From an optimization exercise on the open Yosys and OpenROAD flow, aimed at small area and a short achievable clock period; shortcuts taken in it are not production practice. Only simulation tests tie the RTL to the original design; equivalence was not proved. Power is estimated from default activity; no workload was simulated.

## flow/design.v (module list and top-level ports; edited modules follow where they fit)
// module mul32_pipe: 1679 lines
// module mul_fa: 6 lines
// module mul_xor2: 5 lines
// module mul_maj3: 5 lines
// module mul_ha: 6 lines
module mul32_pipe(clk, rst, in_valid, a, b, out_valid, p);
  // ...
==> flow/flow/run.sh <==
#!/bin/bash
# Own layout flow: the standard ORFS flow (standard.sh), unchanged except that the
# port buffers that global placement inserts on every input and output use a plain buffer
# (buf_4) instead of the delay cell buffer_ports picks by default.
set -euo pipefail
export BUFFER_PORTS_ARGS="-buffer_cell sky130_fd_sc_hd__buf_4"
bash standard.sh finish > standard_flow.log 2>&1
==> flow/standard.sh <==
#!/bin/bash
# synth_recipe.tcl (not shown) runs the flow's synth.tcl, then flattens the netlist and writes it again
# the make line also repeats each setting of config.mk as NAME=value (left out here)
make -C /OpenROAD-flow-scripts/flow DESIGN_CONFIG=/design/flow/config.mk WORK_HOME=/design/flow/orfs CLKGATE_MAP_FILE= SYNTH_SCRIPT=/design/flow/synth_recipe.tcl "${@:-finish}"
==> flow/config.mk <==
export PLATFORM = sky130hd
export DESIGN_NAME = mul32_pipe
export DESIGN_NICKNAME = mul32_pipe
export VERILOG_FILES = /design/flow/design.v
export SDC_FILE = /design/flow/constraint.sdc
export NUM_CORES = 4
export LEC_CHECK = 0
export ABC_AREA = 1
export CAP_MARGIN = 20
export CORE_MARGIN = 2
export CORE_UTILIZATION = 40
export SLEW_MARGIN = 20
export SYNTH_HIERARCHICAL = 1
==> flow/constraint.sdc <==
create_clock -name core_clock -period 2.5 [get_ports {clk}]
set_input_delay 0.5000 -clock core_clock [delete_from_list [all_inputs] [get_ports {clk}]]
set_output_delay 0.5000 -clock core_clock [all_outputs]
set_load 0.01 [all_outputs]
==> results.toml, run 1 <==
[run_status]
outcome = "finished clean"

[cells_and_area]
design_area_sq_mm = 0.0432
multi_input_gates = 2572
final_util = 0.489
multi_input_area_share = 0.540
num-fill-cells = 8134

[detailed_routing]
dr.first_iter.drc_count = 2856
antenna_left = 0
top_layer = "met4"

[pwr]
clockPowerShare = 0.131
power_w = 0.0672
seq-power_w = 0.0148

[logic_synthesis]
synth.distinct_cells = 36
synth-seq-cells = 510
yosys.area_share.xor_xnor = 0.134
synth_edf_count = 0

[critical_path]
critPathKind = "flop to flop"
cp_top_family = "adder cells"
r2r-start = "rk2[106]"

[grt]
grt_pass1_wl_mm = 186
first_global_vias = 28900
grt_max_degree = 37
use_met2 = 0.430

[clocking]
path_clk_slew_ps = 60
cts_buffers = 57

[place]
hpwl_mm = 94.7
place_area_sq_mm = 0.0409
dp.cells = 5093

[sta]
fmax_ghz = 0.412

[floorplanning]
ios = 132
start_util = 0.404
==> inputs of run 2 (changes only) <==
--- a/flow/config.mk
+++ b/flow/config.mk
@@ -8,6 +8,7 @@
 export ABC_AREA = 1
 export CAP_MARGIN = 20
 export CORE_MARGIN = 2
-export CORE_UTILIZATION = 40
+export CORE_UTILIZATION = 55
+export GPL_TIMING_DRIVEN = 0
 export SLEW_MARGIN = 20
 export SYNTH_HIERARCHICAL = 1
==> run 2 against run 1 <==
Net effect:
- now fails the layout checks on setup timing
- global-route usage is 13 points higher
- maximum frequency down 5.0%
- clock skew grew 3.4 ps
- core utilization is 15 points higher
- power increased by 0.28%
- synthesized cell count is the same
- final cell count fell by 7.4%
- critical path type is now primary input to flop
==> results.toml, run 2 <==
[logic_synthesis]
syn_area_sq_mm = 0.0357
synth_cells = 3706
ys_top_cells_by_area = "dfxtp_1, fa_1, xor2_1, o22ai_1, nand2_1"
synth_adder_area_share = 0.306
synth.distinct_cells = 36
synth-seq-cells = 510
seq_area_frac_synth = 0.286
synthMuxAreaShare = 0
yosys.area.top_type = "dfxtp_1"
ys.flop_type = "dfxtp_1"
synth_top_area_frac = 0.286
synth_edf_count = 0
yosys.area_share.xor_xnor = 0.134
synth_top_family_by_area = "adder cells"
syn_area_per_cell_sq_um = 9.62
synth_warnings = 7
synthSimpleGateAreaFrac = 0.0974
synthArstFlopShare = 0
yosysMostFrequentCell = "nand2_1"
synth_common_cells = "nand2_1, xor2_1, dfxtp_1, o22ai_1, fa_1"
synth_compound_area_frac = 0.104

[detailed_routing]
antenna_left = 0
drc = 0
viasPerCell = 6.01
via_count = 29000
postRouteWirelength_mm = 138
drtPass1Iterations = 9
dr.first_iter.drc_count = 3710
detail_route.wl_per_cell_um = 28.6

[critical_path]
critPathKind = "primary input to flop"
cp-start-kind = "primary input"
r2r_slack_ps = 80
crit_required_ps = 3000
reg2reg_depth = 9
r2r-start = "rk2[96]"
path_max_fanout = 10
arrival_ps = 3060
r2r-end = "rk3[48]"
endpoint_kind = "flop"

[clocking]
clk_path_buf_depth = 3
path_clk_slew_ps = 70
clockRootBuffer = "clkbuf_16"
cts_buffers = 52
cts_tree = "built"
cts_num_sinks = 510
cts_max_level = 2
worstSkewPairLatency_ps = 630

[grt]
grt_pass1_wl_mm = 196
grt_antenna_before_repair = 8
grt_usage = 0.408
first_global_vias = 29400
grt_max_degree = 16
gr-total-overflow = 0

[floorplanning]
coreArea_sq_mm = 0.0642
start_util = 0.555
ios = 132
die_h_um = 259
die_area_sq_mm = 0.0669
rows = 93
die_x_um = 259

[cells_and_area]
nets = 4565
top_regs = "rk1: 306 flops, rk2: 137 flops, rk3: 64 flops"
largest_register_ffs = 306
drive_gt1_frac = 0.170
area_delta_synth_final_pct = 14.5
final_common_cell = "nand2_1"
final_util = 0.636
layout_common_cells = "nand2_1, xor2_1, dfxtp_1"
fin_cells = 4819
multi_input_area_sq_mm = 0.0238
regArea_sq_mm = 0.0102
largest-register = "rk1"
num-fill-cells = 5301

[sta]
worst_pin_slew_ps = 1060
rsz0062_at_grt = "yes"
finalMaxSlewViolations = 0
hold_viol_final = 0
finalSetupViolations = 20
period_needed_ps = 2550
finClkSkew_ps = 20.0
fin_ws_ps = -52.9
slew_headroom = 0.291
fin_setup_tns_ps = -442
fmax_ghz = 0.392
finalCritPeriodShare = 1.02

[min_path]
holdCritPathClass = "primary input to flop"
hold_depth = 2
hp-start = "rst"
holdPathEnd = "vpipe[2]"

[pwr]
power.density_mw_per_mm2 = 1650
peakVddDrop_mv = 0.919
power_w = 0.0674
power_leakage_nw = 18.4

[run_status]
failed_checks = "setup timing"
outcome = "complete, but fails checks"

[place]
io_buffers = 129
gp_routability_congestion = 1.09
dp.cells = 4705
hpwl_mm = 110

[job]
maxCapViolCount = 0
run 2: cell counts after synthesis:
No cell type changed its count.
run 2: final cells by class:
type | count | share of cell area
Sequential cell | 510 | 0.250
Antenna cell | 1 | 0.0000613
Timing Repair Buffer | 147 | 0.0271
Multi-Input combinational cell | 2572 | 0.582
Clock buffer | 73 | 0.0357
Clock inverter | 23 | 0.0109
Inverter | 378 | 0.0349
Buffer | 260 | 0.0332
Tap cell | 855 | 0.0262
run 2: timing repair:
| item | CTS | global route |
|---|---|---|
| endpoints found under the setup margin | 155 | 108 |
| hold buffers | 1 | 1 |
| resized for setup | 106 | 202 |
| pin swaps | 2 | 28 |
| hold endpoints to repair | 1 | 1 |
| buffers inserted | 5 | 11 |
run 2: worst max-delay path, cell delays in order:
cell and delay [ps]:
buf_4 100, clkinvlp_4 190, nand2_1 240, clkbuf_2 320, o22ai_2 140, xor2_2 540, fa_1 550, fa_1 470
run 2: how the worst max path moves through the flow:
stage                to    start  slack (ps)
2_1_floorplan  rk1[115]    b[13]         -10
3_3_place_gp    rk1[75]     b[0]       -1030
3_5_place_dp    rk1[75]     b[0]       -1050
4_1_cts        rk1[114]     b[1]           2
5_1_grt         rk3[48]  rk2[58]         -50
6_report        rk1[75]     b[0]         -50
run 2: cell families after synthesis:
logic type	count (synthesis)
buf+inv	639
fa+ha+maj	577
compound gates	596
other cells	1
xor+xnor	546
simple gates	837
flops	510
run 2: report_power, final:
| part | internal (W) | switching, W |
|---|---|---|
| clock | 0.00515 | 0.00344 |
| sequential | 0.0127 | 0.00204 |
| combinational | 0.0165 | 0.0275 |
run 2: metal layers:
layer  vias up  wire (um)  global-route usage  share of wire
li1      12300          -                   -              -
met1     14100      50100               0.501           0.36
met2      2019      59900               0.630           0.43
met3       532      16800               0.133           0.12
met4         6      10900               0.243          0.079
met5         -         40                   0        0.00029
run 2: through the flow:
step                      worst slack (ps)  hold WS (ps)  instance area [sq um]
after floorplan                      -12.5           310                  35800
after global placement               -1030           312                  37800
after detailed placement             -1050           312                  37800
after CTS                             1.99          2.95                  40100
after global routing                 -50.2          19.6                  40800
final                                -52.9          34.1                  40800
run 2: per-module statistics from Yosys, one instance, submodules excluded:
| module | area (sq um) | copies in the design |
|---|---|---|
| mul32_pipe | 25400 | 1 |
| mul_fa | 20.0 | 492 |
| mul_ha | 12.5 | 34 |

[static timing again, ports no longer ideal]
In the flow no input, the clock included, has a driving cell. The finished layouts below were timed again as built, in two steps. Step 1 sets driving cells, clkbuf_16 on the clock port and buf_2 on the other inputs (assumed; they add their load-dependent delay and slew). Step 2 times the ports against the registers' clock, not the clock port: input delays grow and output delays shrink by t, the midpoint of the rising clock arrivals with the driver on. Three values: ideal, step 1, step 2; two values: the first two.
run | t (ns) | slack for setup (ns) | worst hold slack (ns) | worst data-port slew with drivers (ns)
run 1 | 0.696 | 0.075 / 0.075 / -0.403 | 0.036 / -0.004 / 0.326 | 0.14
run 2 | 0.695 | -0.053 / -0.011 / -0.706 | 0.034 / -0.007 / 0.312 | 0.07
Met with ideal ports but missed after step 2: setup timing in run 1. The setup slack of run 2, which loses most, moves by +0.042 ns with the drivers and by -0.653 ns with both steps.
